What follows belongs to an exercise in optimizing a design on an open flow for a short achievable clock period; a production flow would make more cautious choices.
In this exercise RTL edits were held to simulation tests only and were not proved equivalent to the original.
No run shown here takes its clock network from TritonCTS; it comes from the design's own scripts or RTL.
The flow treats the clock pin as an ideal source. Dropping or thinning the clock tree relies on that and would not hold on a real chip.
No activity file was given, so power comes from the tool's default toggle rates.

**flow/config.mk**
```make
export PLATFORM = sky130hd
export DESIGN_NAME = cpu
export DESIGN_NICKNAME = cpu
export VERILOG_FILES = /design/flow/design.v
export SDC_FILE = /design/flow/constraint.sdc
export NUM_CORES = 8
export LEC_CHECK = 0
export CAP_MARGIN = 20
export CORE_MARGIN = 2
export CORE_UTILIZATION = 65
export SETUP_SLACK_MARGIN = 2.4
export SLEW_MARGIN = 20
export SYNTH_HIERARCHICAL = 1
```
**flow/constraint.sdc**
```tcl
create_clock -name core_clock -period 4.0 [get_ports {clk}]
set_input_delay 0.8000 -clock core_clock [delete_from_list [all_inputs] [get_ports {clk}]]
set_output_delay 0.8000 -clock core_clock [all_outputs]
set_load 0.01 [all_outputs]
```
**flow/design.v**
```verilog
module alu (
    input  wire [7:0] g,
    input  wire [7:0] p,
    output wire [7:0] carry
);
    wire [7:0] g1, p1, g2, p2, g3, p3;
    genvar i;
    generate
        for (i = 0; i < 8; i = i + 1) begin : prefix
            if (i >= 1) begin : l1
                alu_pg c (.gh(g[i]), .ph(p[i]), .gl(g[i-1]), .pl(p[i-1]), .g(g1[i]), .p(p1[i]));
            end else begin : l1_pass
                assign g1[i] = g[i];
                assign p1[i] = p[i];
            end
            if (i >= 2) begin : l2
                alu_pg c (.gh(g1[i]), .ph(p1[i]), .gl(g1[i-2]), .pl(p1[i-2]), .g(g2[i]), .p(p2[i]));
            end else begin : l2_pass
                assign g2[i] = g1[i];
                assign p2[i] = p1[i];
            end
            if (i >= 4) begin : l3
                alu_pg c (.gh(g2[i]), .ph(p2[i]), .gl(g2[i-4]), .pl(p2[i-4]), .g(g3[i]), .p(p3[i]));
            end else begin : l3_pass
                assign g3[i] = g2[i];
                assign p3[i] = p2[i];
            end
        end
    endgenerate
    assign carry = {g3[6:0], 1'b0};
endmodule
module alu_pg (
    input  wire gh, ph, gl, pl,
    output wire g, p
);
    assign g = gh | (ph & gl);
    assign p = ph & pl;
endmodule
module register (
    input  wire       clk,
    input  wire       reset,
    input  wire [7:0] dsel,       
    input  wire       wdata,      
    input  wire       new_d,      
    input  wire [3:0] rd,         
    input  wire       is_add,     
    input  wire       imm_b,      
    output reg        op1,        
    output reg        add_g,
    output reg        add_p
);
    reg [7:0] r;
    reg [3:0] dest;               
    reg       operand2;           
    integer i;
    always @(posedge clk)
        for (i = 0; i < 8; i = i + 1)
            if (dsel[i]) r[i] <= wdata;
    wire dvalid = !dest[3];
    wire byp    = dvalid && (dest[2:0] == rd[2:0]);
    wire rnew   = !rd[3] && (byp ? wdata : r[rd[2:0]]);
    wire rold   = dvalid && wdata;
    wire op1_nx = new_d ? rnew : rold;
    wire b_nx   = (!reset && is_add) ? imm_b : operand2;
    wire p_nx;
    register_xor px (.a(op1_nx), .b(b_nx), .y(p_nx));
    always @(posedge clk) begin
        op1 <= op1_nx;
        add_g <= op1_nx & b_nx;
        add_p <= p_nx;
        if (new_d) dest <= rd;
        if (!reset && is_add) operand2 <= imm_b;
    end
endmodule
module register_xor (
    input  wire a,
    input  wire b,
    output wire y
);
    assign y = a ^ b;
endmodule
module memory #(
    parameter LB = 3,
    parameter NP = 1 << (8 - LB),
    parameter NL = 1 << LB
) (
    input  wire          clk,
    input  wire          reset,
    input  wire [14:0]   instr,      
    input  wire          imm_b,      
    input  wire          op1,        
    input  wire          add_p,      
    input  wire          carry,      
    output wire          wdata,      
    output reg           result      
);
    wire [2:0] op  = instr[14:12];
    wire [7:0] imm = instr[7:0];
    wire is_li  = (op == 3'b000);
    wire is_st  = (op == 3'b001);
    wire is_ld  = (op == 3'b010);
    wire is_add = (op == 3'b011);
    wire new_a  = !reset && (is_st || is_ld);
    reg          mem [0:255];
    reg [NP-1:0] pn;
    reg [NP-1:0] s_new;           
    reg          s_old, s_wb;     
    reg [7:0]    addr;            
    reg [NP-1:0] a_hi_oh;         
    reg [NL-1:0] lo_oh;           
    reg [NP-1:0] wsel;            
    reg          we;              
    reg          hold;            
    reg          ma_old, wb;
    reg          sumr;            
    reg          w_reg;           
    reg          w_h, w_s;        
    integer i, j;
    assign wdata = w_h ? hold : (w_s ? sumr : w_reg);
    wire sum = add_p ^ carry;                
    always @(posedge clk)
        for (i = 0; i < 256; i = i + 1)
            if (wsel[i / NL] && lo_oh[i % NL]) mem[i] <= wdata;
    wire [LB-1:0] lo_new = imm[LB-1:0];
    wire [NP-1:0] hi_new = {{(NP-1){1'b0}}, 1'b1} << imm[7:LB];
    always @(posedge clk)
        for (j = 0; j < NP; j = j + 1)
            pn[j] <= mem[(j << LB) | lo_new];
    wire [NP/2-1:0] x_pair;
    wire [NP/8-1:0] x_oct;
    genvar k;
    generate
        for (k = 0; k < NP / 2; k = k + 1) begin : pair
            memory_ao22n g (.a(pn[2*k]), .b(s_new[2*k]), .c(pn[2*k+1]), .d(s_new[2*k+1]), .y(x_pair[k]));
        end
        for (k = 0; k < NP / 8; k = k + 1) begin : oct
            memory_nand4 g (.a(x_pair[4*k]), .b(x_pair[4*k+1]), .c(x_pair[4*k+2]), .d(x_pair[4*k+3]), .y(x_oct[k]));
        end
    endgenerate
    wire x_lo_n, x_hi_n, x;
    memory_nor3 x_lo (.a(x_oct[0]), .b(x_oct[1]), .c(ma_old & s_old), .y(x_lo_n));
    memory_nor2 x_hi (.a(x_oct[2]), .b(x_oct[3]), .y(x_hi_n));
    memory_nand2 x_all (.a(x_lo_n), .b(x_hi_n), .y(x));
    wire hold_nx, ma_nx, res_nx;
    memory_sel hsel (.x(x), .sx(!we && !s_wb), .e(we ? hold : (s_wb && wb)), .out(hold_nx));
    memory_sel msel (.x(x), .sx(!s_wb), .e(s_wb && wb), .out(ma_nx));
    memory_res rsel (
        .x(x), .sx(!is_add && is_ld && !we && !s_wb),
        .e(!is_add && (is_ld ? (we ? hold : (s_wb && wb)) : result)),
        .carry(carry), .a0(is_add && add_p), .a1(is_add && !add_p), .out(res_nx)
    );
    wire a_hit = we && (addr == imm);
    always @(posedge clk) begin
        hold <= hold_nx;
        ma_old <= ma_nx;
        wb <= wdata;
        sumr <= sum;
        s_new <= new_a ? hi_new : {NP{1'b0}};
        s_old <= !new_a;
        s_wb <= new_a ? a_hit : we;
        w_h <= !reset && is_ld;
        w_s <= !reset && is_add;
        if (new_a) begin
            addr <= imm;
            a_hi_oh <= hi_new;
            lo_oh <= {{(NL-1){1'b0}}, 1'b1} << lo_new;
        end
        if (!reset && is_li)
            w_reg <= imm_b;
        else if (!reset && is_st)
            w_reg <= op1;
        else
            w_reg <= wdata;
    end
    always @(posedge clk or posedge reset) begin
        if (reset) begin
            we <= 1'b0;
            wsel <= {NP{1'b0}};
            result <= 1'b0;
        end else begin
            we <= is_li | is_st | is_add;
            wsel <= is_st ? hi_new : ((is_li | is_add) ? a_hi_oh : {NP{1'b0}});
            result <= res_nx;
        end
    end
endmodule
module memory_ao22n (input wire a, b, c, d, output wire y);
    assign y = !((a & b) | (c & d));
endmodule
module memory_nand4 (input wire a, b, c, d, output wire y);
    assign y = !(a & b & c & d);
endmodule
module memory_nor3 (input wire a, b, c, output wire y);
    assign y = !(a | b | c);
endmodule
module memory_nor2 (input wire a, b, output wire y);
    assign y = !(a | b);
endmodule
module memory_nand2 (input wire a, b, output wire y);
    assign y = !(a & b);
endmodule
module memory_sel (input wire x, sx, e, output wire out);
    assign out = (x & sx) | e;
endmodule
module memory_res (input wire x, sx, e, carry, a0, a1, output wire out);
    assign out = (x & sx) | e | (carry ? a1 : a0);
endmodule
module cpu (
    input wire clk,               
    input wire reset,             
    input wire [15:0] instr,      
    output wire [7:0] result      
);
    localparam LB = 3;
    wire [2:0] op  = instr[14:12];
    wire [3:0] rd  = instr[11:8];
    wire [7:0] imm = instr[7:0];
    wire is_add = (op == 3'b011);
    wire new_d  = !reset && !op[2];
    reg [7:0]    dsel;            
    wire [7:0] wdata, operand1, add_g, add_p, carry;
    alu alu_inst (.g(add_g), .p(add_p), .carry(carry));
    genvar b;
    generate
        for (b = 0; b < 8; b = b + 1) begin : bit_slice
            memory #(.LB(LB)) mem_inst (
                .clk(clk), .reset(reset), .instr(instr[14:0]), .imm_b(imm[b]),
                .op1(operand1[b]), .add_p(add_p[b]), .carry(carry[b]),
                .wdata(wdata[b]), .result(result[b])
            );
            register reg_file (
                .clk(clk), .reset(reset), .dsel(dsel),
                .wdata(wdata[b]), .new_d(new_d), .rd(rd),
                .is_add(is_add), .imm_b(imm[b]),
                .op1(operand1[b]), .add_g(add_g[b]), .add_p(add_p[b])
            );
        end
    endgenerate
    always @(posedge clk)
        if (new_d) dsel <= rd[3] ? 8'b0 : (8'b1 << rd[2:0]);
endmodule
```
**flow/flow/run.sh**
```bash
#!/bin/bash
# The standard layout, with the clock tree built by flow/mcts.tcl in place
# of TritonCTS: leaf clkbuf_16 buffers drive about 20 flip-flops each, two
# levels of clkbuf_16 above them share the fanout evenly, and the 4 top
# buffers hang on the clock port. Everything else is the standard.sh.
set -euo pipefail
export PRE_CTS_TCL="$PWD/flow/mcts.tcl"
export MCTS_LEAF=20 MCTS_LEVELS=2 MCTS_ROOTS=4
bash standard.sh > standard.log 2>&1
```
**flow/flow/mcts.tcl**
```tcl
# Clock tree built by recursive bisection of the clock sinks: leaf buffers
# drive about MCTS_LEAF flip-flops each, MCTS_LEVELS levels of buffers
# above them share the fanout evenly, and the top level, of at most
# MCTS_ROOTS buffers, hangs on the clock port.
# Sourced as ORFS's PRE_CTS_TCL hook: it replaces clock_tree_synthesis.

proc mcts_env {name default} {
  if {[info exists ::env($name)] && $::env($name) ne ""} { return $::env($name) }
  return $default
}

# Split items ({x y payload} triples) into k groups of near-equal size,
# cutting along the longer side of their bounding box.
proc mcts_bisect {items k} {
  if {$k <= 1} { return [list $items] }
  set xs {}; set ys {}
  foreach it $items { lappend xs [lindex $it 0]; lappend ys [lindex $it 1] }
  set xs [lsort -real $xs]; set ys [lsort -real $ys]
  set dx [expr {[lindex $xs end] - [lindex $xs 0]}]
  set dy [expr {[lindex $ys end] - [lindex $ys 0]}]
  set idx [expr {$dx >= $dy ? 0 : 1}]
  set sorted [lsort -real -index $idx $items]
  set k1 [expr {$k / 2}]
  set k2 [expr {$k - $k1}]
  set n [llength $sorted]
  set n1 [expr {int(round(double($n) * $k1 / $k))}]
  set a [lrange $sorted 0 [expr {$n1 - 1}]]
  set b [lrange $sorted $n1 end]
  return [concat [mcts_bisect $a $k1] [mcts_bisect $b $k2]]
}

proc mcts_centroid {group} {
  set sx 0.0; set sy 0.0
  foreach it $group { set sx [expr {$sx + [lindex $it 0]}]; set sy [expr {$sy + [lindex $it 1]}] }
  set n [llength $group]
  return [list [expr {$sx / $n}] [expr {$sy / $n}]]
}

proc mcts_build {} {
  set leaf [mcts_env MCTS_LEAF 24]
  set levels [mcts_env MCTS_LEVELS 1]
  set roots [mcts_env MCTS_ROOTS 4]
  set bufname [mcts_env MCTS_BUF sky130_fd_sc_hd__clkbuf_16]
  set block [ord::get_db_block]
  set master [[ord::get_db] findMaster $bufname]
  set clkport [mcts_env MCTS_CLOCK_PORT clk]
  set clk [$block findNet $clkport]
  set items {}
  foreach it [$clk getITerms] {
    set bb [[$it getInst] getBBox]
    lappend items [list [expr {([$bb xMin] + [$bb xMax]) / 2.0}] [expr {([$bb yMin] + [$bb yMax]) / 2.0}] $it]
  }
  set n [llength $items]
  puts "mcts: $n clock sinks on $clkport"
  foreach it $items { [lindex $it 2] disconnect }
  set nleaf [expr {int(ceil(double($n) / $leaf))}]
  set fan [expr {int(ceil(pow(double($nleaf) / $roots, 1.0 / $levels)))}]
  if {$fan < 2} { set fan 2 }
  set level 0
  set per $leaf
  while {1} {
    set k [expr {int(ceil(double([llength $items]) / $per))}]
    if {$k < 1} { set k 1 }
    set groups [mcts_bisect $items $k]
    set next {}
    set i 0
    foreach g $groups {
      set c [mcts_centroid $g]
      set name "mcts_l${level}_$i"
      set inst [odb::dbInst_create $block $master $name]
      $inst setLocation [expr {int([lindex $c 0])}] [expr {int([lindex $c 1])}]
      $inst setPlacementStatus PLACED
      set net [odb::dbNet_create $block "${name}_net"]
      $net setSigType CLOCK
      [$inst findITerm X] connect $net
      foreach it $g {
        set p [lindex $it 2]
        if {[string match "*dbITerm*" $p]} { $p connect $net } else { [$p findITerm A] connect $net }
      }
      lappend next [list [lindex $c 0] [lindex $c 1] $inst]
      incr i
    }
    puts "mcts: level $level has $k buffers"
    incr level
    set items $next
    set per $fan
    if {[llength $items] <= $roots} { break }
  }
  foreach it $items { [[lindex $it 2] findITerm A] connect $clk }
}

rename clock_tree_synthesis mcts_orig_clock_tree_synthesis
proc clock_tree_synthesis {args} { mcts_build }
```
**flow/standard.sh**
```bash
#!/bin/bash
# synth_recipe.tcl (not shown) runs the flow's synth.tcl, then flattens the netlist and writes it again
# the make line also repeats each setting of config.mk as NAME=value (left out here)
make -C /OpenROAD-flow-scripts/flow DESIGN_CONFIG=/design/flow/config.mk WORK_HOME=/design/flow/orfs CLKGATE_MAP_FILE= SYNTH_SCRIPT=/design/flow/synth_recipe.tcl "${@:-finish}"
```
==> results of run 1 <==
==> through the flow <==
step	power (µW)	instance area [µm²]
after floorplan	51490	139100
after global placement	53950	142100
after detailed placement	54430	142200
after CTS	73440	173100
after global routing	81140	177800
final	79220	177900
==> where the power goes <==
group | switching, µW | internal [µW]
combinational | 7340 | 5720
clock | 11300 | 9000
sequential | 1940 | 44000
total | 20500 | 58700
==> layer usage <==
metal | up-vias | track usage
li1 | 38685 | -
met2 | 5683 | 0.6202
met5 | - | 0
met3 | 1585 | 0.06632
met4 | 4 | 0.1936
met1 | 47132 | 0.4891
==> worst paths after layout <==
check / to / slack (ps) / cells after the start
worst max register to register: bit_slice[3].mem_inst.result / 2030 / 6
worst min-delay path: bit_slice[5].mem_inst.result / 130 / 2
worst max-delay path: result[5] / 1890 / 1
worst min register to register: bit_slice[7].mem_inst.pn[27] / 460 / 1
min in group core_clock: bit_slice[0].reg_file.dest[0] / 430 / 1
max in group asynchronous: bit_slice[3].mem_inst.wsel[24] / 3010 / 3
==> final cells by class <==
type                       count  area, µm²  share of cell area
timing repair buffer        1597      23260              0.1308
antenna                        4      10.01          0.00005628
inverter                      64      464.2            0.002610
sequential                  3423      95290              0.5358
multi-input combinational   5983      50170              0.2821
timing repair inverter        10      98.84           0.0005558
tap                         2821       3530             0.01985
buffer                       201       5030             0.02828
==> what timing repair did <==
item                                    in CTS  in global routing
pin swaps                                  582                267
cloned                                     258                 21
gates resized for setup                   2769                724
endpoints found under the setup margin    4597               1902
setup buffers                              915                147
==> flow_summary.yaml, run 1 <==
timing:
  slew_viol_final: 0
  timing.setup.tns_ps: 0
  worstMarginPinSlew_ps: 649.9
  max_slew_margin: 0.5658
  fmax_mhz: 473.5
  setup_ws_ps: 1888
  fin_skew_ps: 49.92
  worst_hold_slack_ps: 128.8
  hold_violations: 0
  period_needed_ps: 2112
  finalSetupViolCount: 0
  min_period_over_period: 0.5280
  rsz0062_at_grt: "true"
layout:
  fillers: 9919
  layout_common_cells: "2536 x edfxtp_1, 2065 x and2_1, 608 x dfxtp_1"
  instances_no_fill: 14103
  area_delta_synth_final_pct: 27.98
  layout_commonest_cell: "edfxtp_1"
  drive_above_1_share: 0.3390
  nets: 11298
  post-route-util: 0.8378
  largest_reg_flops: 2048
  largest_register: "bit_slice.mem_inst.mem"
global_routing:
  antenna_found_initial: 11
  grt_pass1_vias: 92234
  grt_max_degree: 146
  gr-total-overflow: 0
  grt_usage: 0.3785
  grt_pass1_wl_mm: 609.5
placed_design:
  dp_cells: 12557
  place_ws_ps: 817.5
  dp.final_hpwl_mm: 178.1
  portBuffers: 24
  place_congestion: 0.8004
yosys:
  synth.cell_area_um2: 139000
  avgSynthCellArea_um2: 13.74
  yosys_warnings: 10
  synth_cells: 10116
  synth_nets: 10134
worst_setup_path:
  cp_max_fo: 2
  r2r_start: "bit_slice[3].mem_inst.pn[14]"
  critPathMaxStageDelay_ps: 500
  path_delay_family: "flip-flops"
  cp_slowest_cell: "dfrtp_2"
  critical_path.startpoint: "bit_slice[5].mem_inst.result"
  cp-end-kind: "output pin"
  required_ps: 3200
  path_cells: "buf_6"
  path_class: "reg2out"
  start_kind: "register"
  cp_num_buf_inv: 1
  worstPathArrival_ps: 1310
min_path:
  hold_class: "in2async"
routing:
  top_layer_used: "met5"
  drt_iter0_drc: 11848
  wire_per_inst_um: 30.94
  wl_met2_mm: 207.4
  num_vias: 93089
  drc: 0
  first_pass_iters: 6
  viasPerCell: 6.601
  dr_wl_met3_mm: 44.47
  wl_mm: 436.4
  drt-met1-wl_mm: 153.4
  ant_nets: 0
power:
  power_density_nw_per_um2: 445.4
  leakage_uw: 0.06682
  vdd_drop_max_mv: 0.3536
floorplanning:
  start_util: 0.6546
  num_rows: 169
  core_um2: 212300
  die_y_um: 466.4
  io_pins: 26
  die_width_um: 466.4
  die_area_um2: 217500
cts:
  hold_buffers: 0
  clk_pin_slew_worst_paths_ps: 80
  insertion_delay_ps: 650
outcome:
  status: "complete, no violations"
flow_run:
  drv_cap: 0
==> run 2: changes to the inputs <==
==> flow/flow/run.sh (replaced) <==
#!/bin/bash
# The standard layout, with the clock tree built by flow/mcts.tcl in place
# of TritonCTS: leaf clkbuf_16 buffers drive about 16 flip-flops each, two
# levels of clkbuf_16 above them share the fanout evenly, and the 4 top
# buffers hang on the clock port. Everything else is the standard.sh.
set -euo pipefail
export PRE_CTS_TCL="$PWD/flow/mcts.tcl"
export MCTS_LEAF=16 MCTS_LEVELS=2 MCTS_ROOTS=4
bash standard.sh > standard.log 2>&1
==> run 2 against run 1 <==
Against the previous run:
- still clean on timing, DRC and antenna
- setup slack worse by 8.5 ps
- area after synthesis did not move
- register-to-register slack better by 290 ps
- largest cell class unchanged
==> flow_summary.yaml, run 2 <==
outcome:
  status: "complete, no violations"
worst_setup_path:
  cp_slowest_cell: "dfrtp_2"
  worstPathArrival_ps: 1320
  start_kind: "register"
  critPathMaxStageDelay_ps: 510
  cp-end-kind: "output pin"
  critical_path.startpoint: "bit_slice[5].mem_inst.result"
  critPathCapture: "result[5]"
  path_cells: "buf_6"
  cp_max_fo: 2
  cp_num_buf_inv: 1
  required_ps: 3200
  r2r_start: "bit_slice[7].reg_file.dest[1]"
  path_class: "reg2out"
  r2r_slack_ps: 2320
  crit_cells: 1
  regToRegEndpoint: "bit_slice[7].reg_file.add_p"
  r2r_cells: 5
  path_delay_family: "flip-flops"
routing:
  first_pass_iters: 6
  wl_mm: 441.2
  drc: 0
  viasPerCell: 6.614
  num_vias: 93812
  drt_iter0_drc: 11248
  ant_nets: 0
  wire_per_inst_um: 31.11
cts:
  insertion_delay_ps: 660
  clk_pin_slew_worst_paths_ps: 70
  hold_buffers: 0
global_routing:
  grt_pass1_wl_mm: 625.5
  grt_pass1_vias: 94486
  antenna_found_initial: 13
  grt_max_degree: 146
  grt_usage: 0.3899
  gr-total-overflow: 0
yosys:
  synth_cells: 10116
  avgSynthCellArea_um2: 13.74
  synth_nets: 10134
  yosys_warnings: 10
  synth.cell_area_um2: 139000
floorplanning:
  core_um2: 212300
  die_area_um2: 217500
  num_rows: 169
  start_util: 0.6546
  die_y_um: 466.4
  die_width_um: 466.4
  io_pins: 26
layout:
  post-route-util: 0.8414
  layout_commonest_cell: "edfxtp_1"
  layout_common_cells: "2536 x edfxtp_1, 2066 x and2_1, 653 x nand2_1"
  largest_register: "bit_slice.mem_inst.mem"
  area_delta_synth_final_pct: 28.54
  drive_above_1_share: 0.3321
  nets: 11370
  largest_reg_flops: 2048
placed_design:
  place_congestion: 0.8004
  portBuffers: 24
  dp.final_hpwl_mm: 178.1
timing:
  timing.setup.tns_ps: 0
  slew_viol_final: 0
  hold_violations: 0
  worstMarginPinSlew_ps: 614.4
  rsz0062_at_grt: "true"
  max_slew_margin: 0.5904
  period_needed_ps: 2121
  finalSetupViolCount: 0
  fin_skew_ps: 44.33
  fmax_mhz: 471.6
  min_period_over_period: 0.5302
min_path:
  hold_class: "in2async"
power:
  vdd_drop_max_mv: 0.3753
  power_density_nw_per_um2: 456.5
  leakage_uw: 0.06634
flow_run:
  drv_cap: 0
## run 2: cell types whose count changed in the layout (fill, tap and decap cells not counted), moves of 34 or more
cell	delta
clkbuf_16	+40
a21oi_1	+51
a21oi_2	-48
nor3_4	-34
nor3_2	+41
nand2_4	-52
nand2_1	+62
## run 2: cell type report
cell class / count / area [µm²]
Timing Repair Buffer: 1609 / 23720
Buffer: 245 / 6131
Timing Repair inverter: 10 / 98.84
Tap cell: 2821 / 3530
Inverter: 64 / 409.1
Antenna cell: 12 / 30.03
Sequential cell: 3423 / 95290
Fill cell: 9888 / 33670
Multi-Input combinational cell: 5999 / 49420
## run 2: worst min path at each step
stage,from,endpoint,cells past startpoint
final,reset,bit_slice[5].mem_inst.we,2
after CTS,bit_slice[0].mem_inst.mem[11],bit_slice[0].mem_inst.pn[1],1
after detailed placement,bit_slice[0].mem_inst.mem[11],bit_slice[0].mem_inst.pn[1],1
after global routing,reset,bit_slice[5].mem_inst.we,2
after floorplan,bit_slice[0].mem_inst.mem[189],bit_slice[0].mem_inst.pn[23],2
after global placement,bit_slice[6].mem_inst.mem[189],bit_slice[6].mem_inst.pn[23],2
## run 2: per-stage QoR
stage / instance area, µm² / total power (µW) / hold WS [ps] / cells / worst slack [ps]
after floorplan: 139100 / 51490 / 441.2 / 10116 / 374.7
after global placement: 142100 / 53950 / 451.4 / 12556 / 861.2
after detailed placement: 142200 / 54430 / 456.3 / 12557 / 817.5
after CTS: 175100 / 75800 / 456.3 / 14019 / 1557
after global routing: 178600 / 83480 / 214.8 / 14174 / 1861
final: 178600 / 81550 / 215.4 / 14183 / 1879
## run 2: what timing repair did
action,4_1_cts,5_1_grt
resized for setup,2796,464
buffers inserted,929,131
endpoints found under the setup margin,4595,1578
pin swaps,623,171
cloned,288,21
## run 2: report_power, final
| part | switching [µW] | internal, µW |
|---|---|---|
| logic | 7320 | 5730 |
| registers | 1890 | 44000 |
| clock network | 11800 | 10900 |
## run 2: worst register-to-register path: stages, from the launching register on
cell	delay, ps
edfxtp_1	420
xor2_1	180
nor4_2	390
a2bb2oi_1	330
nor2_2	110
xor2_1	150
## run 2: metal layers
| layer | vias to the layer above | global-route usage | part of all wire |
|---|---|---|---|
| li1 | 38895 | - | - |
| met1 | 47356 | 0.5000 | 0.35 |
| met2 | 5840 | 0.6293 | 0.47 |
| met3 | 1715 | 0.06954 | 0.10 |
| met4 | 6 | 0.2278 | 0.074 |
| met5 | - | 0 | 0.000063 |
==> run 3: changes to the inputs <==
==> flow/flow/run.sh (replaced) <==
#!/bin/bash
# The standard layout, with the clock tree built by flow/mcts.tcl in place
# of TritonCTS: leaf clkbuf_16 buffers drive about 16 flip-flops each, two
# levels of clkbuf_16 above them share the fanout evenly, and the 4 top
# buffers hang on the clock port. Before it builds the tree, mcts.tcl moves
# each output port's buffer next to the flip-flop that drives it.
# Everything else is the standard.sh.
set -euo pipefail
export PRE_CTS_TCL="$PWD/flow/mcts.tcl"
export MCTS_LEAF=16 MCTS_LEVELS=2 MCTS_ROOTS=4 MCTS_OUTBUF=1
bash standard.sh > standard.log 2>&1
--- a/flow/flow/mcts.tcl
+++ b/flow/flow/mcts.tcl
@@ -89,5 +89,35 @@
   foreach it $items { [[lindex $it 2] findITerm A] connect $clk }
 }
 
+# Move each output port's buffer next to the flip-flop that drives it, so
+# that the flip-flop sees a short wire and the buffer drives the long one to
+# the pin. Detailed placement legalizes the moves.
+proc mcts_outbufs {} {
+  set block [ord::get_db_block]
+  foreach bt [$block getBTerms] {
+    if {[$bt getIoType] ne "OUTPUT"} { continue }
+    set net [$bt getNet]
+    if {$net eq "NULL"} { continue }
+    foreach it [$net getITerms] {
+      if {![$it isOutputSignal]} { continue }
+      set buf [$it getInst]
+      set a [$buf findITerm A]
+      if {$a eq "NULL"} { continue }
+      set anet [$a getNet]
+      if {$anet eq "NULL"} { continue }
+      foreach d [$anet getITerms] {
+        if {![$d isOutputSignal]} { continue }
+        set loc [[$d getInst] getLocation]
+        $buf setLocation [lindex $loc 0] [lindex $loc 1]
+        $buf setPlacementStatus PLACED
+        puts "mcts: [$bt getName] buffer [$buf getName] moved next to [[$d getInst] getName]"
+      }
+    }
+  }
+}
+
 rename clock_tree_synthesis mcts_orig_clock_tree_synthesis
-proc clock_tree_synthesis {args} { mcts_build }
+proc clock_tree_synthesis {args} {
+  if {[mcts_env MCTS_OUTBUF 0]} { mcts_outbufs }
+  mcts_build
+}
==> run 3 against run 2 <==
Against the previous run:
- via count is 0.49% lower
- cell count decreased by 0.11%
- register-to-register slack got worse by 60 ps
- maximum frequency grew 4.7%
- global-route usage shrank 0.076 points
- synthesized cell count unchanged
- clock skew about the same
==> flow_summary.yaml, run 3 <==
routing:
  num_vias: 93353
  drt_iter0_drc: 11408
  ant_nets: 0
  first_pass_iters: 6
  wl_mm: 439.2
  viasPerCell: 6.589
  drc: 0
  wire_per_inst_um: 31.00
worst_setup_path:
  r2r_cells: 6
  cp-end-kind: "output pin"
  start_kind: "register"
  path_cells: "buf_6"
  required_ps: 3200
  cp_num_buf_inv: 1
  path_delay_family: "flip-flops"
  worstPathArrival_ps: 1230
  path_class: "reg2out"
  cp_max_fo: 2
  crit_cells: 1
  critPathMaxStageDelay_ps: 410
  cp_slowest_cell: "dfrtp_1"
timing:
  max_slew_margin: 0.5598
  timing.setup.tns_ps: 0
  min_period_over_period: 0.5066
  slew_viol_final: 0
  fmax_mhz: 493.5
  fin_skew_ps: 44.58
  finalSetupViolCount: 0
  period_needed_ps: 2026
  rsz0062_at_grt: "true"
  worstMarginPinSlew_ps: 660.3
  hold_violations: 0
floorplanning:
  die_area_um2: 217500
  io_pins: 26
  die_y_um: 466.4
  start_util: 0.6546
  num_rows: 169
  die_width_um: 466.4
  core_um2: 212300
global_routing:
  grt_max_degree: 146
  grt_pass1_vias: 94416
  gr-total-overflow: 0
  grt_pass1_wl_mm: 624.3
  grt_usage: 0.3892
  antenna_found_initial: 20
layout:
  nets: 11360
  largest_reg_flops: 2048
  layout_common_cells: "2536 x edfxtp_1, 2064 x and2_1, 648 x nand2_1"
  final_area_um2: 178700
  layout_commonest_cell: "edfxtp_1"
  instances_no_fill: 14167
  area_delta_synth_final_pct: 28.56
  drive_above_1_share: 0.3332
  largest_register: "bit_slice.mem_inst.mem"
  post-route-util: 0.8415
yosys:
  synth_cells: 10116
  synth_nets: 10134
  avgSynthCellArea_um2: 13.74
  yosys_warnings: 10
  synth.cell_area_um2: 139000
power:
  power_density_nw_per_um2: 456.2
  total_power_uw: 81500
  vdd_drop_max_mv: 0.3765
  leakage_uw: 0.06636
placed_design:
  placed_cell_area_um2: 142200
  dp.final_hpwl_mm: 178.1
  dp_cells: 12557
  place_congestion: 0.8004
  portBuffers: 24
flow_run:
  drv_cap: 0
cts:
  insertion_delay_ps: 660
  clk_pin_slew_worst_paths_ps: 70
min_path:
  hold_class: "in2async"
outcome:
  status: "complete, no violations"
run 3: area by class of cell:
type / instances / area [µm²]
flip-flops and latches: 3423 / 95280
repair buffers: 1600 / 23580
repair inverters: 10 / 103.9
inverters: 64 / 409.1
plain buffers: 245 / 6131
multi-input cells: 5998 / 49610
fillers: 9870 / 33640
diodes: 6 / 15.01
well taps: 2821 / 3530
run 3: repair_timing:
item,CTS,global route
hold buffers,0,0
endpoints found under the setup margin,4595,1684
gates resized for setup,2794,531
cloned,288,21
pin swaps,619,159
setup buffers,917,133
run 3: through the flow:
stage	hold slack (ps)	worst slack, ps
2_1_floorplan	441.2	374.7
3_3_place_gp	451.4	861.2
3_5_place_dp	456.3	817.5
4_1_cts	456.3	1557
5_1_grt	219.1	1965
6_report	210.2	1974
run 3: worst paths after layout:
kind / start / to / slack [ps]
max in group asynchronous: reset / bit_slice[4].mem_inst.wsel[11] / 3020
min in group core_clock: bit_slice[4].mem_inst.mem[219] / bit_slice[4].mem_inst.pn[27] / 450
worst max-delay path: bit_slice[1].mem_inst.result / result[1] / 1970
worst min-delay path: reset / bit_slice[5].mem_inst.we / 210
worst min register to register: bit_slice[4].mem_inst.mem[219] / bit_slice[4].mem_inst.pn[27] / 450
worst max register to register: bit_slice[4].mem_inst.pn[8] / bit_slice[4].mem_inst.result / 2260
run 3: per-layer routing:
layer	GRT usage	vias up	wire, µm
li1	-	38864	-
met1	0.4969	46960	153000
met2	0.6254	5791	206500
met3	0.07502	1728	47010
met4	0.2287	10	32690
met5	0	-	68
run 3: report_power, final:
group / internal (µW) / switching (µW) / leakage [µW] / total, µW
Sequential: 44000 / 1870 / 0.0318 / 45900
Combinational: 5740 / 7380 / 0.0315 / 13100
Clock: 10900 / 11700 / 0.00302 / 22500
Total: 60600 / 20900 / 0.0664 / 81500
==> run 4: changes to the inputs <==
--- a/flow/design.v
+++ b/flow/design.v
@@ -92,7 +92,7 @@
     input  wire          add_p,      
     input  wire          carry,      
     output wire          wdata,      
-    output reg           result      
+    output wire          res_nx      
 );
     wire [2:0] op  = instr[14:12];
     wire [7:0] imm = instr[7:0];
@@ -110,6 +110,7 @@
     reg [NL-1:0] lo_oh;           
     reg [NP-1:0] wsel;            
     reg          we;              
+    reg          result;          
     reg          hold;            
     reg          ma_old, wb;
     reg          sumr;            
@@ -141,7 +142,7 @@
     memory_nor3 x_lo (.a(x_oct[0]), .b(x_oct[1]), .c(ma_old & s_old), .y(x_lo_n));
     memory_nor2 x_hi (.a(x_oct[2]), .b(x_oct[3]), .y(x_hi_n));
     memory_nand2 x_all (.a(x_lo_n), .b(x_hi_n), .y(x));
-    wire hold_nx, ma_nx, res_nx;
+    wire hold_nx, ma_nx;
     memory_sel hsel (.x(x), .sx(!we && !s_wb), .e(we ? hold : (s_wb && wb)), .out(hold_nx));
     memory_sel msel (.x(x), .sx(!s_wb), .e(s_wb && wb), .out(ma_nx));
     memory_res rsel (
@@ -209,7 +210,7 @@
     input wire clk,               
     input wire reset,             
     input wire [15:0] instr,      
-    output wire [7:0] result      
+    output reg  [7:0] result      
 );
     localparam LB = 3;
     wire [2:0] op  = instr[14:12];
@@ -218,7 +219,7 @@
     wire is_add = (op == 3'b011);
     wire new_d  = !reset && !op[2];
     reg [7:0]    dsel;            
-    wire [7:0] wdata, operand1, add_g, add_p, carry;
+    wire [7:0] wdata, operand1, add_g, add_p, carry, res_nx;
     alu alu_inst (.g(add_g), .p(add_p), .carry(carry));
     genvar b;
     generate
@@ -226,7 +227,7 @@
             memory #(.LB(LB)) mem_inst (
                 .clk(clk), .reset(reset), .instr(instr[14:0]), .imm_b(imm[b]),
                 .op1(operand1[b]), .add_p(add_p[b]), .carry(carry[b]),
-                .wdata(wdata[b]), .result(result[b])
+                .wdata(wdata[b]), .res_nx(res_nx[b])
             );
             register reg_file (
                 .clk(clk), .reset(reset), .dsel(dsel),
@@ -238,4 +239,9 @@
     endgenerate
     always @(posedge clk)
         if (new_d) dsel <= rd[3] ? 8'b0 : (8'b1 << rd[2:0]);
-endmodule
+    always @(posedge clk or posedge reset)
+        if (reset)
+            result <= 8'b0;
+        else
+            result <= res_nx;
+endmodule
--- a/flow/config.mk
+++ b/flow/config.mk
@@ -7,7 +7,7 @@
 export LEC_CHECK = 0
 export CAP_MARGIN = 20
 export CORE_MARGIN = 2
-export CORE_UTILIZATION = 65
+export CORE_UTILIZATION = 72
 export SETUP_SLACK_MARGIN = 2.4
 export SLEW_MARGIN = 20
 export SYNTH_HIERARCHICAL = 1
==> run 4 against run 3 <==
Against the previous run:
- sequential power grew 2%
- global-route usage up 8.2 points
- die area is 9.5% lower
- combinational power up 16%
- synthesized cell count hardly changed
- utilization rose by 10 points
- clock skew grew 56 ps
- design area is 1.7% higher
- sequential share of layout area shrank 0.78 points
- cell count shrank 1.2%
==> flow_summary.yaml, run 4 <==
layout:
  largest_register: "bit_slice.mem_inst.mem"
  regArea_um2: 95490
  largest_reg_flops: 2048
  drive_above_1_share: 0.3599
  layout_commonest_cell: "edfxtp_1"
  nets: 11441
  final_area_um2: 181700
  layout_common_cells: "2536 x edfxtp_1, 2066 x and2_1, 635 x buf_4"
  area_delta_synth_final_pct: 30.57
  multi_input_area_um2: 51390
  fillers: 4338
routing:
  drc: 0
  viasPerCell: 8.004
  drt_iter0_drc: 23249
  wl_met2_mm: 249.9
  wl_mm: 604.6
  first_pass_iters: 11
  top_layer_used: "met5"
  drt-met1-wl_mm: 163.8
  dr_wl_met3_mm: 108.7
  num_vias: 112045
  ant_nets: 0
  wire_per_inst_um: 43.19
worst_setup_path:
  worstPathArrival_ps: 2940
  cp-end-kind: "register"
  start_kind: "input pin"
  path_class: "in2reg"
  required_ps: 4540
  cp_max_fo: 7
timing:
  worstMarginPinSlew_ps: 1119
  timing.setup.tns_ps: 0
  hold_violations: 0
  fin_skew_ps: 100.8
  max_slew_margin: 0.2486
  finalSetupViolCount: 0
  min_period_over_period: 0.6002
  rsz0062_at_grt: "true"
  slew_viol_final: 0
  fmax_mhz: 416.5
  period_needed_ps: 2401
min_path:
  hold_class: "in2async"
power:
  seqPwrFrac: 0.542
  combPwrFrac: 0.176
  leakage_uw: 0.06883
  power.switching_uw: 25220
  p_int_uw: 61040
  swShare: 0.2924
  power_frac_clock: 0.282
  vdd_drop_max_mv: 0.5665
  power_density_nw_per_um2: 474.7
floorplanning:
  io_pins: 26
  start_util: 0.7234
  die_area_um2: 196800
  die_y_um: 443.7
  num_rows: 161
  die_width_um: 443.7
  core_um2: 192400
global_routing:
  grt_pass1_vias: 101062
  antenna_found_initial: 44
  grt_pass1_wl_mm: 678.3
  gr-total-overflow: 0
  grt_usage: 0.4709
  grt_max_degree: 145
yosys:
  yosys_warnings: 10
  avgSynthCellArea_um2: 13.75
  synth_cells: 10125
  synth.cell_area_um2: 139200
  synth_nets: 10143
placed_design:
  placed_cell_area_um2: 142200
  dp.final_hpwl_mm: 177.7
  place_congestion: 0.8446
  portBuffers: 24
cts:
  insertion_delay_ps: 730
  hold_buffers: 0
  clk_pin_slew_worst_paths_ps: 80
flow_run:
  drv_cap: 0
outcome:
  status: "complete, no violations"
## run 4: cell types whose count changed in the layout (fill, tap and decap cells not counted), moves of 24 or more
cell     delta
a21oi_1    -95
a21oi_2    +82
buf_4      +50
diode_2    +45
nand2_1    -93
nand2_4    +66
nor3_2     -24
## run 4: area by class of cell
type | instances | area share
repair buffers | 1683 | 0.1374
well taps | 2526 | 0.01739
repair inverters | 3 | 0.0001652
inverters | 65 | 0.002238
diodes | 51 | 0.0007023
flip-flops and latches | 3431 | 0.5255
multi-input cells | 5993 | 0.2828
plain buffers | 246 | 0.03388
## run 4: metrics by stage
step	utilization	total power [µW]	std cells	worst slack (ps)	hold WS (ps)
floorplan	-	51610	10125	374.7	441.2
global placement	0.7389	54000	12278	971.7	451.5
detailed placement	0.7390	54550	12279	966.8	460.0
CTS	0.9115	75850	13715	1626	458.7
global route	0.9441	86490	13957	1726	77.89
finish	0.9446	86250	13998	1599	57.48
## run 4: worst paths after layout
kind / from / to / cells after the start / slack (ps)
setup / recovery: instr[2] / bit_slice[6].mem_inst.pn[8] / 8 / 1600
hold / removal: reset / bit_slice[7].mem_inst.result / 2 / 60
setup reg to reg: bit_slice[5].mem_inst.pn[8] / result[5] / 6 / 1620
hold reg to reg: bit_slice[1].mem_inst.mem[147] / bit_slice[1].mem_inst.pn[18] / 1 / 480
max in group asynchronous: reset / bit_slice[4].mem_inst.wsel[31] / 4 / 2950
min in group core_clock: reset / bit_slice[7].mem_inst.w_h / 2 / 420
## run 4: timing repair
action	CTS	global route
resized for setup	2898	873
setup buffers	892	200
endpoints found under the setup margin	4377	2076
pin swaps	554	314
cloned	298	32
## run 4: worst max-delay path, stage by stage
cell and delay, ps:
buf_16 260, buf_6 160, buf_6 100, buf_16 120, buf_4 110, mux2_4 320, a221oi_2 730, o22ai_1 270
## run 4: power by group through the flow
stage	clock network (µW)	logic, µW	registers [µW]
floorplan	0	5540	46100
global placement	0	7610	46400
detailed placement	0	7940	46600
CTS	17600	11700	46500
global route	24500	15100	46800
finish	24300	15200	46800
## run 4: layer usage
layer,global-route usage,up-vias
met5,0,-
met4,0.3448,39
met3,0.1375,6130
met2,0.7198,14913
met1,0.5760,51989
li1,-,38974
==> run 5: changes to the inputs <==
==> flow/flow/run.sh (replaced) <==
#!/bin/bash
# The standard layout, with the clock tree built by flow/mcts.tcl in place
# of TritonCTS: leaf clkbuf_16 buffers drive about 20 flip-flops each, two
# levels of clkbuf_16 above them share the fanout evenly, and the 4 top
# buffers hang on the clock port. Before it builds the tree, mcts.tcl moves
# each output port's buffer next to the flip-flop that drives it.
# Everything else is the standard.sh.
set -euo pipefail
export PRE_CTS_TCL="$PWD/flow/mcts.tcl"
export MCTS_LEAF=20 MCTS_LEVELS=2 MCTS_ROOTS=4 MCTS_OUTBUF=1
bash standard.sh > standard.log 2>&1
--- a/flow/config.mk
+++ b/flow/config.mk
@@ -7,7 +7,7 @@
 export LEC_CHECK = 0
 export CAP_MARGIN = 20
 export CORE_MARGIN = 2
-export CORE_UTILIZATION = 72
+export CORE_UTILIZATION = 65
 export SETUP_SLACK_MARGIN = 2.4
 export SLEW_MARGIN = 20
 export SYNTH_HIERARCHICAL = 1
==> run 5 against run 4 <==
Against the previous run:
- clock skew is 34 ps lower
- first-iteration DRC count shrank 45%
- still clean
- sequential share of layout area up 0.11 points
- via count shrank 15%
- largest cell class unchanged
- clock power decreased by 16%
- die area up 11%
- design area is 0.21% lower
- utilization shrank 9.1 points
- critical path depth fell by 7
- combinational power decreased by 7%
- wire length decreased by 24%
==> flow_summary.yaml, run 5 <==
outcome:
  status: "complete, no violations"
worst_setup_path:
  required_ps: 3200
  r2r_cells: 7
  critical_path.startpoint: "result[3]"
  path_class: "reg2out"
  r2r_start: "bit_slice[7].mem_inst.w_s"
  path_delay_family: "flip-flops"
  cp-end-kind: "output pin"
  cp_num_buf_inv: 1
  cp_slowest_cell: "dfrtp_1"
  worstPathArrival_ps: 1190
  path_cells: "buf_6"
  start_kind: "register"
  critPathMaxStageDelay_ps: 390
  cp_max_fo: 1
  crit_cells: 1
power:
  power_density_nw_per_um2: 445.0
  vdd_drop_max_mv: 0.3718
  leakage_uw: 0.06853
  total_power_uw: 80690
routing:
  ant_nets: 0
  viasPerCell: 6.716
  drc: 0
  num_vias: 95597
  wl_mm: 458.9
  drt_iter0_drc: 12729
  first_pass_iters: 6
  wire_per_inst_um: 32.24
layout:
  drive_above_1_share: 0.3585
  largest_reg_flops: 2048
  layout_common_cells: "2536 x edfxtp_1, 2064 x and2_1, 609 x buf_4"
  post-route-util: 0.8533
  fillers: 9144
  area_delta_synth_final_pct: 30.30
  regArea_um2: 95490
  largest_register: "bit_slice.mem_inst.mem"
  layout_commonest_cell: "edfxtp_1"
  nets: 11425
  multi_input_area_um2: 50820
global_routing:
  grt_pass1_vias: 94564
  antenna_found_initial: 17
  grt_pass1_wl_mm: 634.5
  grt_max_degree: 210
  gr-total-overflow: 0
  grt_usage: 0.3967
timing:
  period_needed_ps: 1993
  rsz0062_at_grt: "true"
  max_slew_margin: 0.4778
  hold_violations: 0
  fin_skew_ps: 67.25
  timing.setup.tns_ps: 0
  worstMarginPinSlew_ps: 783.2
  worst_hold_slack_ps: 456.0
  finalSetupViolCount: 0
  slew_viol_final: 0
  fmax_mhz: 501.6
  min_period_over_period: 0.4984
placed_design:
  portBuffers: 24
  dp.final_hpwl_mm: 178.3
  place_congestion: 0.8043
floorplanning:
  die_area_um2: 217800
  start_util: 0.6549
  core_um2: 212500
  die_y_um: 466.7
  die_width_um: 466.7
  num_rows: 169
  io_pins: 26
flow_run:
  drv_cap: 0
yosys:
  synth.cell_area_um2: 139200
  avgSynthCellArea_um2: 13.75
  synth_cells: 10125
  yosys_warnings: 10
  synth_nets: 10143
min_path:
  hold_class: "in2async"
cts:
  clk_pin_slew_worst_paths_ps: 90
  insertion_delay_ps: 660
-- run 5: final timing paths --
check                                                 end  slack [ps]
max in group asynchronous  bit_slice[7].mem_inst.wsel[21]        2990
min in group core_clock     bit_slice[4].reg_file.dest[3]         470
min reg2reg                   bit_slice[7].mem_inst.pn[9]         470
max reg2reg                   bit_slice[7].reg_file.add_p        2140
max                                             result[3]        2010
min                          bit_slice[1].mem_inst.result         460
-- run 5: repair_timing --
action                                  4_1_cts  5_1_grt
hold buffers                                  0        0
setup buffers                               962      137
gates resized for setup                    2985      841
gates cloned                                312       20
endpoints found under the setup margin     4383     1902
pin swaps                                   572      293
-- run 5: worst register-to-register path, delay by kind of cell, from the launching register on --
family / cells / cell delay, ps
compound gates: 1 / 350
mux: 1 / 160
flops: 1 / 320
simple gates: 3 / 590
xor+xnor: 1 / 170
buf+inv: 1 / 220
-- run 5: metrics by stage --
stage / setup slack [ps] / instance area [µm²] / cells
after floorplan: 374.7 / 139300 / 10125
after global placement: 746.0 / 142500 / 12593
after detailed placement: 743.6 / 142600 / 12594
final: 2007 / 181300 / 14235
after global routing: 1997 / 181300 / 14226
after CTS: 1624 / 176200 / 14069
-- run 5: routing by layer --
layer | global-route usage | vias to the layer above | part of all wire
met1 | 0.5313 | 48016 | 0.35
met4 | 0.2131 | 8 | 0.070
met3 | 0.08280 | 1911 | 0.12
met2 | 0.6157 | 6675 | 0.46
li1 | - | 38987 | -
met5 | 0 | - | 0.000098
-- run 5: power by group --
group	switching [µW]	total, µW	internal (µW)
Sequential	1960	46000	44100
Clock	11500	20500	9000
Combinational	7850	14200	6340
Total	21300	80700	59400
-- run 5: cell type report --
class / count / share of cell area
Antenna cell: 9 / 0.0001242
Buffer: 201 / 0.02774
Inverter: 65 / 0.002484
Multi-Input combinational cell: 5987 / 0.2802
Sequential cell: 3431 / 0.5266
Tap cell: 2821 / 0.01946
Timing Repair Buffer: 1714 / 0.1430
Timing Repair inverter: 7 / 0.0004209
==> run 6: changes to the inputs <==
==> flow/flow/run.sh (replaced) <==
#!/bin/bash
# The standard layout, with the clock tree built by flow/mcts.tcl in place
# of TritonCTS: leaf clkbuf_16 buffers drive about 12 flip-flops each, two
# levels of clkbuf_16 above them share the fanout evenly, and the 4 top
# buffers hang on the clock port. Before it builds the tree, mcts.tcl moves
# each output port's buffer next to the flip-flop that drives it.
# Everything else is the standard.sh.
set -euo pipefail
export PRE_CTS_TCL="$PWD/flow/mcts.tcl"
export MCTS_LEAF=12 MCTS_LEVELS=2 MCTS_ROOTS=4 MCTS_OUTBUF=1
bash standard.sh > standard.log 2>&1
==> run 6 against run 5 <==
Against the previous run:
- global-route usage is 0.35 points higher
- combinational power is essentially flat
- setup slack lost 21 ps
- clock power rose by 31%
- area after synthesis stayed put
- still clean
- die area did not move
- largest cell class unchanged
- critical path type unchanged
==> flow_summary.yaml, run 6 <==
power:
  leakage_uw: 0.06902
  p_int_uw: 64440
  swShare: 0.2592
  power_density_nw_per_um2: 475.9
  combPwrFrac: 0.160
  seqPwrFrac: 0.531
  power.switching_uw: 22550
  vdd_drop_max_mv: 0.3300
  power_frac_clock: 0.309
worst_setup_path:
  path_cells: "buf_6"
  critPathMaxStageDelay_ps: 390
  start_kind: "register"
  cp_max_fo: 1
  required_ps: 3200
  cp_num_buf_inv: 1
  path_delay_family: "flip-flops"
  cp_slowest_cell: "dfrtp_1"
  worstPathArrival_ps: 1210
  path_class: "reg2out"
  cp-end-kind: "output pin"
routing:
  num_vias: 96478
  drt_iter0_drc: 13122
  wl_mm: 465.2
  wire_per_inst_um: 32.53
  drc: 0
  first_pass_iters: 8
  ant_nets: 0
  viasPerCell: 6.747
global_routing:
  grt_pass1_vias: 96192
  antenna_found_initial: 21
  grt_usage: 0.4003
  grt_max_degree: 210
  grt_pass1_wl_mm: 639.5
  gr-total-overflow: 0
timing:
  min_period_over_period: 0.5037
  finalSetupViolCount: 0
  hold_violations: 0
  worstMarginPinSlew_ps: 796.9
  slew_viol_final: 0
  fmax_mhz: 496.3
  fin_skew_ps: 50.71
  timing.setup.tns_ps: 0
  max_slew_margin: 0.4687
  rsz0062_at_grt: "true"
  period_needed_ps: 2015
layout:
  largest_register: "bit_slice.mem_inst.mem"
  nets: 11477
  layout_common_cells: "2536 x edfxtp_1, 2065 x and2_1, 605 x dfxtp_1"
  drive_above_1_share: 0.3531
  final_area_um2: 182800
  largest_reg_flops: 2048
  layout_commonest_cell: "edfxtp_1"
  area_delta_synth_final_pct: 31.33
min_path:
  hold_class: "in2async"
placed_design:
  placed_cell_area_um2: 142600
  place_congestion: 0.8043
  portBuffers: 24
  dp.final_hpwl_mm: 178.3
yosys:
  yosys_warnings: 10
  synth.cell_area_um2: 139200
  synth_nets: 10143
  synth_cells: 10125
  avgSynthCellArea_um2: 13.75
floorplanning:
  die_y_um: 466.7
  core_um2: 212500
  die_width_um: 466.7
  die_area_um2: 217800
  start_util: 0.6549
  io_pins: 26
  num_rows: 169
outcome:
  status: "complete, no violations"
cts:
  hold_buffers: 0
  clk_pin_slew_worst_paths_ps: 70
  insertion_delay_ps: 690
flow_run:
  drv_cap: 0
## run 6: area by class of cell
type                    count  area [µm²]
fillers                  9070       29740
well taps                2821        3530
repair buffers           1641       24890
diodes                     21       52.55
repair inverters           10       105.1
multi-input cells        5988       50200
flip-flops and latches   3431       95490
inverters                  65       445.4
plain buffers             322        8058
## run 6: power groups by stage
stage | Clock, µW | Combinational [µW] | Sequential, µW
final | 26900 | 13900 | 46200
after global routing | 27900 | 14400 | 46400
after floorplan | 0 | 5540 | 46100
after detailed placement | 0 | 7990 | 46700
after CTS | 21300 | 12300 | 46600
after global placement | 0 | 7690 | 46500
## run 6: worst reg2reg max path, delay by kind of cell, from the launching register on
kind | cells | cell delay [ps]
AND/OR/NAND/NOR | 3 | 670
flip-flops | 1 | 350
multiplexers | 1 | 340
AO/OA/AOI/OAI | 1 | 190
XOR/XNOR | 1 | 160
## run 6: routing by layer
layer,GRT usage,vias to the layer above,share of wire
met5,0,-,0.00014
met4,0.2332,10,0.077
met3,0.09322,2081,0.12
met2,0.6203,7277,0.46
met1,0.5222,48045,0.34
li1,-,39065,-
## run 6: metrics by stage
stage          hold WS [ps]  std cells  utilization  worst slack [ps]  power (µW)
2_1_floorplan         441.2      10125            -             374.7       51610
3_3_place_gp          453.5      12593       0.6707             746.0       54150
3_5_place_dp          457.9      12594       0.6709             743.6       54640
4_1_cts               457.9      14140       0.8406              1622       80270
5_1_grt               388.8      14283       0.8599              1989       88790
6_report              400.9      14299       0.8600              1985       86990
## run 6: final timing paths
kind / start / end / slack [ps] / cells after the start
max: result[3] / result[3] / 1990 / 1
min: reset / bit_slice[1].mem_inst.result / 400 / 4
max reg2reg: bit_slice[6].mem_inst.w_s / bit_slice[6].reg_file.add_p / 2180 / 6
min reg2reg: bit_slice[7].mem_inst.mem[107] / bit_slice[7].mem_inst.pn[13] / 470 / 1
max in group asynchronous: reset / bit_slice[4].mem_inst.wsel[15] / 3010 / 4
min in group core_clock: instr[9] / bit_slice[7].reg_file.dest[1] / 470 / 1
## run 6: timing repair
item / CTS / global route
pin swaps: 605 / 245
endpoints found under the setup margin: 4381 / 1740
cloned: 312 / 12
resized for setup: 2940 / 694
setup buffers: 912 / 126
==> run 7: changes to the inputs <==
==> flow/flow/run.sh (replaced) <==
#!/bin/bash
# The standard layout, with the clock tree built by flow/mcts.tcl in place
# of TritonCTS: leaf clkbuf_16 buffers drive about 20 flip-flops each, two
# levels of clkbuf_16 above them share the fanout evenly, and the 4 top
# buffers hang on the clock port. Before it builds the tree, mcts.tcl moves
# each output port's flip-flop and buffer to the port's pin.
# Everything else is the standard.sh.
set -euo pipefail
export PRE_CTS_TCL="$PWD/flow/mcts.tcl"
export MCTS_LEAF=20 MCTS_LEVELS=2 MCTS_ROOTS=4 MCTS_OUTBUF=2
bash standard.sh > standard.log 2>&1
--- a/flow/flow/mcts.tcl
+++ b/flow/flow/mcts.tcl
@@ -91,13 +91,21 @@
 
 # Move each output port's buffer next to the flip-flop that drives it, so
 # that the flip-flop sees a short wire and the buffer drives the long one to
-# the pin. Detailed placement legalizes the moves.
-proc mcts_outbufs {} {
+# the pin (MCTS_OUTBUF 1); or move both to the pin, where the wire before the
+# flip-flop is long instead (MCTS_OUTBUF 2). Detailed placement legalizes
+# the moves.
+proc mcts_outbufs {mode} {
   set block [ord::get_db_block]
+  set core [$block getCoreArea]
   foreach bt [$block getBTerms] {
     if {[$bt getIoType] ne "OUTPUT"} { continue }
     set net [$bt getNet]
     if {$net eq "NULL"} { continue }
+    set pb [$bt getBBox]
+    set px [expr {([$pb xMin] + [$pb xMax]) / 2}]
+    set py [expr {([$pb yMin] + [$pb yMax]) / 2}]
+    set px [expr {max([$core xMin], min([$core xMax] - 5000, $px))}]
+    set py [expr {max([$core yMin], min([$core yMax] - 3000, $py))}]
     foreach it [$net getITerms] {
       if {![$it isOutputSignal]} { continue }
       set buf [$it getInst]
@@ -107,10 +115,17 @@
       if {$anet eq "NULL"} { continue }
       foreach d [$anet getITerms] {
         if {![$d isOutputSignal]} { continue }
-        set loc [[$d getInst] getLocation]
-        $buf setLocation [lindex $loc 0] [lindex $loc 1]
+        set ff [$d getInst]
+        if {$mode == 2} {
+          $ff setLocation $px $py
+          $ff setPlacementStatus PLACED
+          $buf setLocation $px $py
+        } else {
+          set loc [$ff getLocation]
+          $buf setLocation [lindex $loc 0] [lindex $loc 1]
+        }
         $buf setPlacementStatus PLACED
-        puts "mcts: [$bt getName] buffer [$buf getName] moved next to [[$d getInst] getName]"
+        puts "mcts: [$bt getName] buffer [$buf getName] and [$ff getName] placed (mode $mode)"
       }
     }
   }
@@ -118,6 +133,7 @@
 
 rename clock_tree_synthesis mcts_orig_clock_tree_synthesis
 proc clock_tree_synthesis {args} {
-  if {[mcts_env MCTS_OUTBUF 0]} { mcts_outbufs }
+  set ob [mcts_env MCTS_OUTBUF 0]
+  if {$ob} { mcts_outbufs $ob }
   mcts_build
 }
==> run 7 against run 6 <==
Against the previous run:
- sequential share of layout area up 0.53 points
- clock power fell by 23%
- global-route usage up 0.33 points
- register-to-register slack better by 60 ps
- largest cell class unchanged
- highest routed layer unchanged
==> flow_summary.yaml, run 7 <==
outcome:
  status: "complete, no violations"
yosys:
  synth_nets: 10143
  yosys_warnings: 10
  synth_cells: 10125
  avgSynthCellArea_um2: 13.75
  synth.cell_area_um2: 139200
cts:
  clk_pin_slew_worst_paths_ps: 90
  hold_buffers: 0
  insertion_delay_ps: 700
placed_design:
  portBuffers: 24
  place_ws_ps: 743.6
  placed_cell_area_um2: 142600
  dp.final_hpwl_mm: 178.3
  place_congestion: 0.8043
worst_setup_path:
  path_class: "reg2out"
  start_kind: "register"
  required_ps: 3200
  cp_slowest_cell: "dfrtp_1"
  path_delay_family: "flip-flops"
  path_cells: "clkbuf_2"
  cp_max_fo: 1
  critPathMaxStageDelay_ps: 380
  r2r_start: "bit_slice[4].reg_file.r[7]"
  cp_num_buf_inv: 1
  r2r_cells: 5
  regToRegEndpoint: "bit_slice[4].reg_file.add_p"
  worstPathArrival_ps: 1200
  r2r_slack_ps: 2240
  cp-end-kind: "output pin"
power:
  seqPwrFrac: 0.570
  leakage_uw: 0.06770
  combPwrFrac: 0.175
  swShare: 0.2649
  power_frac_clock: 0.255
  power_density_nw_per_um2: 446.3
  p_int_uw: 59370
  power.switching_uw: 21400
  vdd_drop_max_mv: 0.3370
timing:
  timing.setup.tns_ps: 0
  finalSetupViolCount: 0
  slew_viol_final: 0
  min_period_over_period: 0.4988
  fin_skew_ps: 100.4
  worst_hold_slack_ps: 368.3
  setup_ws_ps: 2005
  worstMarginPinSlew_ps: 757.5
  hold_violations: 0
  period_needed_ps: 1995
  rsz0062_at_grt: "true"
  fmax_mhz: 501.2
  max_slew_margin: 0.4950
floorplanning:
  die_area_um2: 217800
  die_y_um: 466.7
  io_pins: 26
  start_util: 0.6549
  num_rows: 169
  core_um2: 212500
  die_width_um: 466.7
global_routing:
  gr-total-overflow: 0
  grt_pass1_wl_mm: 643.0
  met1_usage: 0.5309
  grt_pass1_vias: 95099
  grt.busiest_layer: "met2"
  groute.layer.met2.usage: 0.6233
  use_met3: 0.09783
  antenna_found_initial: 20
  grt_max_degree: 210
  grt_usage: 0.4035
routing:
  wire_per_inst_um: 32.52
  viasPerCell: 6.734
  drc: 0
  drt_iter0_drc: 13102
  ant_nets: 0
  first_pass_iters: 9
  num_vias: 95937
  wl_mm: 463.3
flow_run:
  drv_cap: 0
layout:
  final_area_um2: 181000
  drive_above_1_share: 0.3483
  largest_reg_flops: 2048
  layout_common_cells: "2536 x edfxtp_1, 2067 x and2_1, 598 x buf_4"
  area_delta_synth_final_pct: 30.04
  largest_register: "bit_slice.mem_inst.mem"
  post-route-util: 0.8516
  nets: 11431
  layout_commonest_cell: "edfxtp_1"
min_path:
  hold_class: "in2async"
==> run 7: final cells by class <==
cell class	count	area, µm²
diodes	15	37.54
repair buffers	1713	26260
well taps	2821	3530
repair inverters	9	93.84
plain buffers	201	5030
flip-flops and latches	3431	95500
fillers	9319	31540
multi-input cells	5992	50060
inverters	65	457.9
==> run 7: timing repair <==
action	CTS	global route
buffers inserted	971	116
endpoints found under the setup margin	4386	1694
resized for setup	3056	554
gates cloned	333	17
pin swaps	627	225
==> run 7: power by group through the flow <==
stage	Combinational (µW)	Clock [µW]	Sequential (µW)
floorplan	5540	0	46100
global placement	7690	0	46500
detailed placement	7990	0	46700
CTS	12500	15400	46600
global route	14700	21500	46300
finish	14200	20600	46000
==> run 7: per-stage QoR <==
step,std cells,total power (µW)
after CTS,14099,74440
after global placement,12593,54150
final,14247,80770
after floorplan,10125,51610
after detailed placement,12594,54640
after global routing,14233,82530
==> run 7: worst max-delay path by stage <==
stage,slack [ps],endpoint,cells after the start,startpoint
final,2000,result[5],1,result[5]
after global routing,1990,result[5],1,result[5]
after CTS,1650,bit_slice[4].mem_inst.pn[29],6,instr[0]
after detailed placement,740,bit_slice[4].mem_inst.pn[11],7,instr[0]
after global placement,750,bit_slice[4].mem_inst.pn[11],7,instr[0]
after floorplan,370,bit_slice[0].reg_file.add_p,6,bit_slice[0].mem_inst.w_s
==> run 7: worst register-to-register path: stages, from the launching register on <==
cell and delay [ps]:
edfxtp_1 400, mux4_2 510, o2bb2ai_2 150, nor4_4 320, nor2_2 90, xor2_1 160
==> run 7: per-layer routing <==
metal  part of all wire  vias to the layer above  routed length, µm
met5            0.00023                        -                106
met4              0.071                       16              32940
met3               0.13                     1943              58930
met2               0.46                     6829             211200
met1               0.35                    48157             160100
li1                   -                    38992                  -
==> run 8: changes to the inputs <==
==> flow/flow/run.sh (replaced) <==
#!/bin/bash
# The standard layout, with the clock tree built by flow/mcts.tcl in place
# of TritonCTS: leaf clkbuf_16 buffers drive about 16 flip-flops each, two
# levels of clkbuf_16 above them share the fanout evenly, and the 4 top
# buffers hang on the clock port. Before it builds the tree, mcts.tcl moves
# each output port's flip-flop and buffer to the port's pin.
# Everything else is the standard.sh.
set -euo pipefail
export PRE_CTS_TCL="$PWD/flow/mcts.tcl"
export MCTS_LEAF=16 MCTS_LEVELS=2 MCTS_ROOTS=4 MCTS_OUTBUF=2
bash standard.sh > standard.log 2>&1
==> run 8 against run 7 <==
Against the previous run:
- setup slack gained 26 ps
- highest routed layer unchanged
- global-route usage shrank 1.1 points
- critical endpoint unchanged
- maximum frequency grew 1.3%
- worst hold slack lost 22 ps
- design area is 0.71% lower
- clock skew shrank 44 ps
- sequential share of layout area rose by 0.38 points
- critical path depth unchanged
- combinational power is 3% lower
==> flow_summary.yaml, run 8 <==
outcome:
  status: "complete, no violations"
worst_setup_path:
  critPathMaxStageDelay_ps: 380
  cp_num_buf_inv: 1
  worstPathArrival_ps: 1170
  path_cells: "clkbuf_2"
  required_ps: 3200
  cp_slowest_cell: "dfrtp_1"
  start_kind: "register"
  cp-end-kind: "output pin"
  path_delay_family: "flip-flops"
  path_class: "reg2out"
  cp_max_fo: 1
placed_design:
  placed_cell_area_um2: 142600
  dp_cells: 12594
  portBuffers: 24
  dp.final_hpwl_mm: 178.3
  place_congestion: 0.8043
power:
  seqPwrFrac: 0.557
  p_int_uw: 61160
  power_frac_clock: 0.275
  leakage_uw: 0.06694
  combPwrFrac: 0.168
  swShare: 0.2593
  power.switching_uw: 21410
  vdd_drop_max_mv: 0.3749
  power_density_nw_per_um2: 459.5
floorplanning:
  die_y_um: 466.7
  die_area_um2: 217800
  io_pins: 26
  core_um2: 212500
  start_util: 0.6549
  num_rows: 169
  die_width_um: 466.7
timing:
  fin_skew_ps: 56.26
  timing.setup.tns_ps: 0
  max_slew_margin: 0.4758
  worstMarginPinSlew_ps: 786.2
  finalSetupViolCount: 0
  period_needed_ps: 1970
  min_period_over_period: 0.4924
  rsz0062_at_grt: "true"
  hold_violations: 0
  fmax_mhz: 507.7
  slew_viol_final: 0
yosys:
  avgSynthCellArea_um2: 13.75
  synth_nets: 10143
  synth_cells: 10125
  synth.cell_area_um2: 139200
  yosys_warnings: 10
cts:
  insertion_delay_ps: 640
  clk_pin_slew_worst_paths_ps: 70
  hold_buffers: 0
global_routing:
  gr-total-overflow: 0
  antenna_found_initial: 22
  grt_usage: 0.3928
  grt_pass1_vias: 94183
  grt_pass1_wl_mm: 628.7
  grt_max_degree: 210
layout:
  largest_register: "bit_slice.mem_inst.mem"
  layout_commonest_cell: "edfxtp_1"
  layout_common_cells: "2536 x edfxtp_1, 2066 x and2_1, 629 x nand2_1"
  multi_input_area_um2: 49240
  largest_reg_flops: 2048
  area_delta_synth_final_pct: 29.12
  drive_above_1_share: 0.3369
  regArea_um2: 95510
  post-route-util: 0.8456
  final_area_um2: 179700
  fillers: 9558
  instances_no_fill: 14203
  nets: 11385
routing:
  wire_per_inst_um: 31.65
  first_pass_iters: 6
  ant_nets: 0
  drc: 0
  num_vias: 94686
  wl_mm: 449.6
  viasPerCell: 6.667
  drt_iter0_drc: 12211
min_path:
  hold_class: "in2async"
flow_run:
  drv_cap: 0
-- run 8: layout make-up --
type	count	share of cell area
Sequential cell	3431	0.5315
Multi-Input combinational cell	5985	0.2740
Timing Repair Buffer	1629	0.1373
Buffer	246	0.03426
Antenna cell	17	0.0002367
Timing Repair inverter	9	0.0005361
Tap cell	2821	0.01964
Inverter	65	0.002514
-- run 8: final timing paths --
kind / to / slack [ps] / from / cells past startpoint
max: result[5] / 2030 / result[5] / 1
min: bit_slice[5].mem_inst.wsel[18] / 350 / reset / 3
max reg2reg: bit_slice[5].reg_file.add_p / 2240 / bit_slice[5].mem_inst.w_s / 7
min reg2reg: bit_slice[0].mem_inst.pn[18] / 470 / bit_slice[0].mem_inst.mem[147] / 1
max in group asynchronous: bit_slice[0].mem_inst.wsel[18] / 2990 / reset / 5
min in group core_clock: bit_slice[3].reg_file.dest[0] / 450 / instr[8] / 1
-- run 8: metal layers --
layer  track usage  wire (µm)  part of all wire  up-vias
li1              -          -                 -    38915
met1        0.5218     156800              0.35    47405
met2        0.6081     206300              0.46     6565
met3       0.08783      55050              0.12     1781
met4        0.2146      30920             0.069       20
met5             0        518            0.0012        -
-- run 8: what timing repair did --
item | in CTS | in global routing
setup endpoints to repair | 4392 | 1715
pin swaps | 574 | 175
setup buffers | 865 | 139
cloned | 297 | 45
gates resized for setup | 2891 | 488
endpoints found under the hold margin | 0 | 0
-- run 8: through the flow --
| stage | power [µW] | hold WS [ps] | worst slack, ps |
|---|---|---|---|
| detailed placement | 54640 | 457.9 | 743.6 |
| CTS | 76480 | 457.8 | 1670 |
| global route | 84480 | 363.5 | 2008 |
| floorplan | 51610 | 441.2 | 374.7 |
| finish | 82580 | 346.4 | 2030 |
| global placement | 54150 | 453.5 | 746.0 |
-- run 8: power groups by stage --
| stage | registers [µW] | clock network, µW | logic (µW) |
|---|---|---|---|
| after floorplan | 46100 | 0 | 5540 |
| after global placement | 46500 | 0 | 7690 |
| after detailed placement | 46700 | 0 | 7990 |
| after CTS | 46600 | 17600 | 12300 |
| after global routing | 46300 | 23800 | 14400 |
| final | 46000 | 22700 | 13800 |

[separate check: timing with driven ports]
The flow's constraints put no driver on any port. The routed layouts listed below were extracted and timed again, unchanged, in two steps.
Step 1, drivers: a clkbuf_16 drives clk and a buf_2 each remaining input, both assumed.
Step 2 adds t to the input delays and takes it off the output delays; t is the mean of the earliest and latest rising clock arrival at the registers after step 1. Input paths then give back, and output paths get back, about the clock's delay inside the block.
a / b / c = ideal ports / drivers / drivers and shift; a / b = the first two.
| run | t, ns | slack for setup (ns) | hold WS [ns] | worst setup path after step 2 | worst register clock-pin slew, ns | cell pins on the clock port's net |
|---|---|---|---|---|---|---|
| run 1 | 0.827 | 1.888 / 1.678 / 1.078 | 0.129 / 0.032 / 0.459 | input to register | 0.10 / 0.10 | 4 |
| run 2 | 0.855 | 1.879 / 1.657 / 1.003 | 0.215 / 0.165 / 0.461 | input to register | 0.09 / 0.09 | 4 |
| run 3 | 0.848 | 1.974 / 1.760 / 0.932 | 0.210 / 0.162 / 0.454 | input to register | 0.09 / 0.09 | 4 |
| run 4 | 0.924 | 1.599 / 1.071 / 0.146 | 0.057 / -0.085 / 0.484 | input to register | 0.10 / 0.10 | 4 |
| run 5 | 0.850 | 2.007 / 1.674 / 0.824 | 0.456 / 0.352 / 0.470 | input to register | 0.11 / 0.11 | 4 |
| run 6 | 0.881 | 1.985 / 1.691 / 0.810 | 0.401 / 0.331 / 0.470 | input to register | 0.08 / 0.08 | 4 |
| run 7 | 0.861 | 2.005 / 1.701 / 0.840 | 0.368 / 0.306 / 0.421 | input to register | 0.10 / 0.10 | 4 |
| run 8 | 0.858 | 2.030 / 1.745 / 0.887 | 0.346 / 0.290 / 0.475 | input to register | 0.09 / 0.09 | 4 |
After both steps setup and hold are still met in every run listed. For run 4, which loses most, drivers alone change the setup slack by -0.528 ns; drivers and shift together by -1.453 ns.
